Background: an optimization exercise with open tools, aiming at small area, a short achievable clock period and few clock cycles per item. Do not read the settings as production practice.
RTL that was checked went through simulation tests only; none was proved equivalent to the original.

Design mult_controller, start of the top module:
module mult_controller #(
    parameter integer WIDTH = 32
)
(
    input logic clk,
    input logic rst_n,
    input logic start,
    input logic signed [WIDTH - 1: 0] multiplicand,
    input logic signed [WIDTH - 1: 0] multiplier,
    output logic signed [2 * WIDTH - 1: 0] product,
    output logic done
);
For scale: about 1500 cells after synthesis, roughly 150 flip-flops, ~130 I/O pins.
clock: 4.5 ns
lec_check: 0
cap_margin: 20
core_margin: 2
core_utilization: 40
setup_slack_margin: 1.0
slew_margin: 20
buffer_ports_args: -buffer_cell sky130_fd_sc_hd__buf_1
standard.sh (not shown) runs the stock make flow with config.mk's settings and CLKGATE_MAP_FILE= SYNTH_SCRIPT=/design/flow/synth_recipe.tcl, a recipe that flattens the netlist after the stock synthesis.
==> flow/flow/run.sh <==
#!/bin/bash
# The standard layout, except that the port buffers are plain buffers
# (sky130_fd_sc_hd__buf_1, which timing repair may resize) instead of the
# delay cells buffer_ports picks by default.
set -euo pipefail
echo 'export BUFFER_PORTS_ARGS = -buffer_cell sky130_fd_sc_hd__buf_1' >> config.mk
bash standard.sh > standard.log 2>&1
Then changed:
--- a/flow/design.v
+++ b/flow/design.v
@@ -15,14 +15,14 @@
     logic [31:0] pl;              
     logic bprev;                  
     logic [31:0] ph;              
     logic kc;                     
     logic [39:0] q0, q1;          
     wire [31:0] mx = multiplier;
-    wire [7:0] mb = busy ? pl[7:0] : mx[7:0];
-    wire [8:0] win = {mb, bprev & busy};
+    wire [7:0] mb = start ? mx[7:0] : pl[7:0];
+    wire [8:0] win = {mb, bprev & ~start};
     wire [32:0] am = {multiplicand[31], multiplicand};   
     wire [32:0] a2 = {multiplicand, 1'b0};               
     wire [3:0] ng;
     wire [2:0] w0 = win[2:0];
     wire one0 = w0[0] ^ w0[1];
     wire two0 = (w0[2] & ~w0[1] & ~w0[0]) | (~w0[2] & w0[1] & w0[0]);
@@ -46,30 +46,30 @@
     wire s1 = ng[1] ^ x0[2];
     wire c2 = ng[1] & x0[2];
     wire s3 = x0[3] ^ x1[1];
     wire c4 = x0[3] & x1[1];
     wire s5 = ng[2] ^ x0[4] ^ x1[2];
     wire c6 = (ng[2] & x0[4]) | (ng[2] & x1[2]) | (x0[4] & x1[2]);
-    wire s7 = x2[0] ^ c4;
-    wire c8 = x2[0] & c4;
+    wire s7 = x2[0] ^ c4 ^ s5;
+    wire c8 = (x2[0] & c4) | (x2[0] & s5) | (c4 & s5);
     wire s9 = x0[5] ^ x1[3] ^ x2[1];
     wire c10 = (x0[5] & x1[3]) | (x0[5] & x2[1]) | (x1[3] & x2[1]);
-    wire s11 = c6 ^ c8 ^ s9;
-    wire c12 = (c6 & c8) | (c6 & s9) | (c8 & s9);
+    wire s11 = c6 ^ s9;
+    wire c12 = c6 & s9;
     wire s13 = ng[3] ^ x0[6] ^ x1[4];
     wire c14 = (ng[3] & x0[6]) | (ng[3] & x1[4]) | (x0[6] & x1[4]);
     wire s15 = x2[2] ^ x3[0] ^ c10;
     wire c16 = (x2[2] & x3[0]) | (x2[2] & c10) | (x3[0] & c10);
     wire s17 = s13 ^ c12;
     wire c18 = s13 & c12;
     wire s19 = x0[7] ^ x1[5] ^ x2[3];
     wire c20 = (x0[7] & x1[5]) | (x0[7] & x2[3]) | (x1[5] & x2[3]);
     wire s21 = x3[1] ^ c14 ^ s19;
     wire c22 = (x3[1] & c14) | (x3[1] & s19) | (c14 & s19);
-    wire s23 = c16 ^ s21;
-    wire c24 = c16 & s21;
+    wire s23 = c16 ^ c18;
+    wire c24 = c16 & c18;
     wire s25 = x0[8] ^ x1[6] ^ x2[4];
     wire c26 = (x0[8] & x1[6]) | (x0[8] & x2[4]) | (x1[6] & x2[4]);
     wire s27 = x3[2] ^ c20 ^ s25;
     wire c28 = (x3[2] & c20) | (x3[2] & s25) | (c20 & s25);
     wire s29 = c22 ^ s27;
     wire c30 = c22 & s27;
@@ -235,22 +235,22 @@
     wire c190 = (c182 & s187) | (c182 & c184) | (s187 & c184);
     wire s191 = ~x2[32] ^ x3[30] ^ c188;
     wire c192 = (~x2[32] & x3[30]) | (~x2[32] & c188) | (x3[30] & c188);
     wire s193 = 1'b1 ^ x3[31];
     wire c194 = 1'b1 & x3[31];
     always_ff @(posedge clk) begin
-        q0 <= {1'b1, ~x3[32], c192, c190, c186, c180, c174, c168, c162, c156, c150, c144, c138, c132, c126, c120, c114, c108, c102, c96, c90, c84, c78, c72, c66, c60, c54, c48, c42, c36, c30, c24, c18, s15, s11, s5, c2, x1[0], x0[1], x0[0]};
-        q1 <= {1'b0, c194, s193, s191, s189, s185, s179, s173, s167, s161, s155, s149, s143, s137, s131, s125, s119, s113, s107, s101, s95, s89, s83, s77, s71, s65, s59, s53, s47, s41, s35, s29, s23, s17, 1'b0, s7, s3, s1, 1'b0, ng[0]};
+        q0 <= {1'b1, ~x3[32], c192, c190, c186, c180, c174, c168, c162, c156, c150, c144, c138, c132, c126, c120, c114, c108, c102, c96, c90, c84, c78, c72, c66, c60, c54, c48, c42, c36, c30, c24, s21, s15, c8, s7, c2, x1[0], x0[1], x0[0]};
+        q1 <= {1'b0, c194, s193, s191, s189, s185, s179, s173, s167, s161, s155, s149, s143, s137, s131, s125, s119, s113, s107, s101, s95, s89, s83, s77, s71, s65, s59, s53, s47, s41, s35, s29, s23, s17, s11, 1'b0, s3, s1, 1'b0, ng[0]};
     end
     wire [39:0] acc = {{8{ph[31]}}, ph};
-    wire [39:0] qk = {q1[39:6], kc, q1[4:0]};
+    wire [39:0] qk = {q1[39:5], kc, q1[3:0]};
     wire [39:0] t0 = acc ^ q0 ^ qk;
     wire [39:0] t1 = {(acc[38:0] & q0[38:0]) | (acc[38:0] & qk[38:0]) | (q0[38:0] & qk[38:0]), 1'b0};
-    wire [13:0] lo = t0[12:0] + t1[12:0];
-    wire [26:0] hi = t0[39:13] + t1[39:13];
-    wire [39:0] sum = {hi, lo[12:0]};
+    wire [12:0] lo = t0[11:0] + t1[11:0];
+    wire [27:0] hi = t0[39:12] + t1[39:12];
+    wire [39:0] sum = {hi, lo[11:0]};
     always_ff @(posedge clk or negedge rst_n) begin
         if (!rst_n) begin
             busy <= 1'b0;
             cnt  <= '0;
             done <= 1'b0;
         end else if (busy) begin
@@ -266,18 +266,18 @@
         end
     end
     always_ff @(posedge clk) begin
         if (busy) begin
             pl    <= {sum[7:0], pl[31:8]};
             ph    <= sum[39:8];
-            kc    <= lo[13];
+            kc    <= lo[12];
             bprev <= pl[7];
         end else if (start) begin
             ph    <= '0;
             kc    <= 1'b0;
             pl    <= {8'd0, mx[31:8]};
             bprev <= mx[7];
         end
     end
-    wire [31:0] phr = {ph[31:5] + kc, ph[4:0]};
+    wire [31:0] phr = {ph[31:4] + kc, ph[3:0]};
     assign product = {phr, pl};
 endmodule
Outcome: Worst setup slack is worse by 0.18 ns. Design area went up by 3.6%. Global-route usage rises by 1.1 points. Fmax goes down by 5.0%. Wire length rises by 2.1%. Die area went down by 0.79%.
No run of this note included a check of the RTL's function; only the layout flow was run.

========
Another version of the RTL of mult_controller (not shown whole).
For scale: ~1500 cells after synthesis, ~150 flip-flops, about 130 I/O pins, about 12000 µm² of cells after synthesis.
Settings: LEC_CHECK=0, ABC_AREA=1, CAP_MARGIN=20, CORE_MARGIN=2, CORE_UTILIZATION=40, SETUP_SLACK_MARGIN=1.0, SLEW_MARGIN=20, BUFFER_PORTS_ARGS=-buffer_cell sky130_fd_sc_hd__buf_1; clock period 4.5 ns.
Scripts as last shown in full above: flow/flow/run.sh
Testbench counts at the start, summed over its fixed seeds: cycles 8,008, items 1,600.
Then changed:
--- a/flow/design.v
+++ b/flow/design.v
@@ -9,66 +9,46 @@
     input logic signed [WIDTH - 1: 0] multiplier,
     output logic signed [2 * WIDTH - 1: 0] product,
     output logic done
 );
     logic busy;                   
     logic [1:0] cnt;             
     logic [31:0] pl;              
     logic bprev;                  
     logic [31:0] ph;              
     logic [39:0] q0, q1;          
     wire [31:0] mx = multiplier;
-    wire [8:0] wp = {mx[7:0], 1'b0};
-    wire [8:0] wr = {pl[7:0], bprev};
+    wire [7:0] mb = busy ? pl[7:0] : mx[7:0];
+    wire [8:0] win = {mb, bprev & busy};
     wire [32:0] am = {multiplicand[31], multiplicand};   
     wire [32:0] a2 = {multiplicand, 1'b0};               
     wire [3:0] ng;
-    wire [2:0] wp0 = wp[2:0];
-    wire onep0 = wp0[0] ^ wp0[1];
-    wire twop0 = (wp0[2] & ~wp0[1] & ~wp0[0]) | (~wp0[2] & wp0[1] & wp0[0]);
-    wire [2:0] wr0 = wr[2:0];
-    wire oner0 = wr0[0] ^ wr0[1];
-    wire twor0 = (wr0[2] & ~wr0[1] & ~wr0[0]) | (~wr0[2] & wr0[1] & wr0[0]);
-    wire one0 = busy ? oner0 : onep0;
-    wire two0 = busy ? twor0 : twop0;
-    assign ng[0] = busy ? wr0[2] : wp0[2];
+    wire [2:0] w0 = win[2:0];
+    wire one0 = w0[0] ^ w0[1];
+    wire two0 = (w0[2] & ~w0[1] & ~w0[0]) | (~w0[2] & w0[1] & w0[0]);
+    assign ng[0] = w0[2];
     wire [32:0] x0 = ((am & {33{one0}}) | (a2 & {33{two0}})) ^ {33{ng[0]}};
-    wire [2:0] wp1 = wp[4:2];
-    wire onep1 = wp1[0] ^ wp1[1];
-    wire twop1 = (wp1[2] & ~wp1[1] & ~wp1[0]) | (~wp1[2] & wp1[1] & wp1[0]);
-    wire [2:0] wr1 = wr[4:2];
-    wire oner1 = wr1[0] ^ wr1[1];
-    wire twor1 = (wr1[2] & ~wr1[1] & ~wr1[0]) | (~wr1[2] & wr1[1] & wr1[0]);
-    wire one1 = busy ? oner1 : onep1;
-    wire two1 = busy ? twor1 : twop1;
-    assign ng[1] = busy ? wr1[2] : wp1[2];
+    wire [2:0] w1 = win[4:2];
+    wire one1 = w1[0] ^ w1[1];
+    wire two1 = (w1[2] & ~w1[1] & ~w1[0]) | (~w1[2] & w1[1] & w1[0]);
+    assign ng[1] = w1[2];
     wire [32:0] x1 = ((am & {33{one1}}) | (a2 & {33{two1}})) ^ {33{ng[1]}};
-    wire [2:0] wp2 = wp[6:4];
-    wire onep2 = wp2[0] ^ wp2[1];
-    wire twop2 = (wp2[2] & ~wp2[1] & ~wp2[0]) | (~wp2[2] & wp2[1] & wp2[0]);
-    wire [2:0] wr2 = wr[6:4];
-    wire oner2 = wr2[0] ^ wr2[1];
-    wire twor2 = (wr2[2] & ~wr2[1] & ~wr2[0]) | (~wr2[2] & wr2[1] & wr2[0]);
-    wire one2 = busy ? oner2 : onep2;
-    wire two2 = busy ? twor2 : twop2;
-    assign ng[2] = busy ? wr2[2] : wp2[2];
+    wire [2:0] w2 = win[6:4];
+    wire one2 = w2[0] ^ w2[1];
+    wire two2 = (w2[2] & ~w2[1] & ~w2[0]) | (~w2[2] & w2[1] & w2[0]);
+    assign ng[2] = w2[2];
     wire [32:0] x2 = ((am & {33{one2}}) | (a2 & {33{two2}})) ^ {33{ng[2]}};
-    wire [2:0] wp3 = wp[8:6];
-    wire onep3 = wp3[0] ^ wp3[1];
-    wire twop3 = (wp3[2] & ~wp3[1] & ~wp3[0]) | (~wp3[2] & wp3[1] & wp3[0]);
-    wire [2:0] wr3 = wr[8:6];
-    wire oner3 = wr3[0] ^ wr3[1];
-    wire twor3 = (wr3[2] & ~wr3[1] & ~wr3[0]) | (~wr3[2] & wr3[1] & wr3[0]);
-    wire one3 = busy ? oner3 : onep3;
-    wire two3 = busy ? twor3 : twop3;
-    assign ng[3] = busy ? wr3[2] : wp3[2];
+    wire [2:0] w3 = win[8:6];
+    wire one3 = w3[0] ^ w3[1];
+    wire two3 = (w3[2] & ~w3[1] & ~w3[0]) | (~w3[2] & w3[1] & w3[0]);
+    assign ng[3] = w3[2];
     wire [32:0] x3 = ((am & {33{one3}}) | (a2 & {33{two3}})) ^ {33{ng[3]}};
     wire s1 = ng[1] ^ x0[2];
     wire c2 = ng[1] & x0[2];
     wire s3 = x0[3] ^ x1[1];
     wire c4 = x0[3] & x1[1];
     wire s5 = ng[2] ^ x0[4] ^ x1[2];
     wire c6 = (ng[2] & x0[4]) | (ng[2] & x1[2]) | (x0[4] & x1[2]);
     wire s7 = x2[0] ^ c4;
     wire c8 = x2[0] & c4;
     wire s9 = x0[5] ^ x1[3] ^ x2[1];
     wire c10 = (x0[5] & x1[3]) | (x0[5] & x2[1]) | (x1[3] & x2[1]);
The changed run completed without violations.
Wire length went up by 0.86%.
Flip-flop and latch count is unchanged.
Via count went up by 0.97%.
Final area went down by 0.43%.
Worst setup slack hardly moves.
Testbench counts after the change, summed over its fixed seeds: cycles 8,008, items 1,600.

-- separate check: timing with driven ports --
The flow's constraints put no driver on any port. The routed layouts listed below were extracted and timed again, unchanged, in two steps. Step 1: set_driving_cell puts a clkbuf_16 on clk and a buf_2 on each other input, an assumption about the parent block. Step 2, shift: input delay + t, output delay - t, t = (earliest + latest rising clock arrival at the registers) / 2. This alone moves slack from input paths to output paths. Three values: no drivers, after step 1, after step 2; two values: the first two.
| run | t, ns | slack for setup (ns) | worst slew at a driven data input, ns |
|---|---|---|---|
| the first run of note 1 | 0.487 | 1.120 / 1.119 / 0.646 | 0.07 |
| the second run of note 1 | 0.480 | 0.941 / 0.945 / 0.465 | 0.08 |
| the first run of note 2 | 0.473 | 1.162 / 1.162 / 0.717 | 0.04 |
| the second run of note 2 | 0.479 | 1.159 / 1.159 / 0.785 | 0.06 |
After both steps every run listed still meets setup and hold. For the second run of note 1, which loses most, drivers alone change the setup slack by +0.004 ns; drivers and shift together by -0.476 ns.
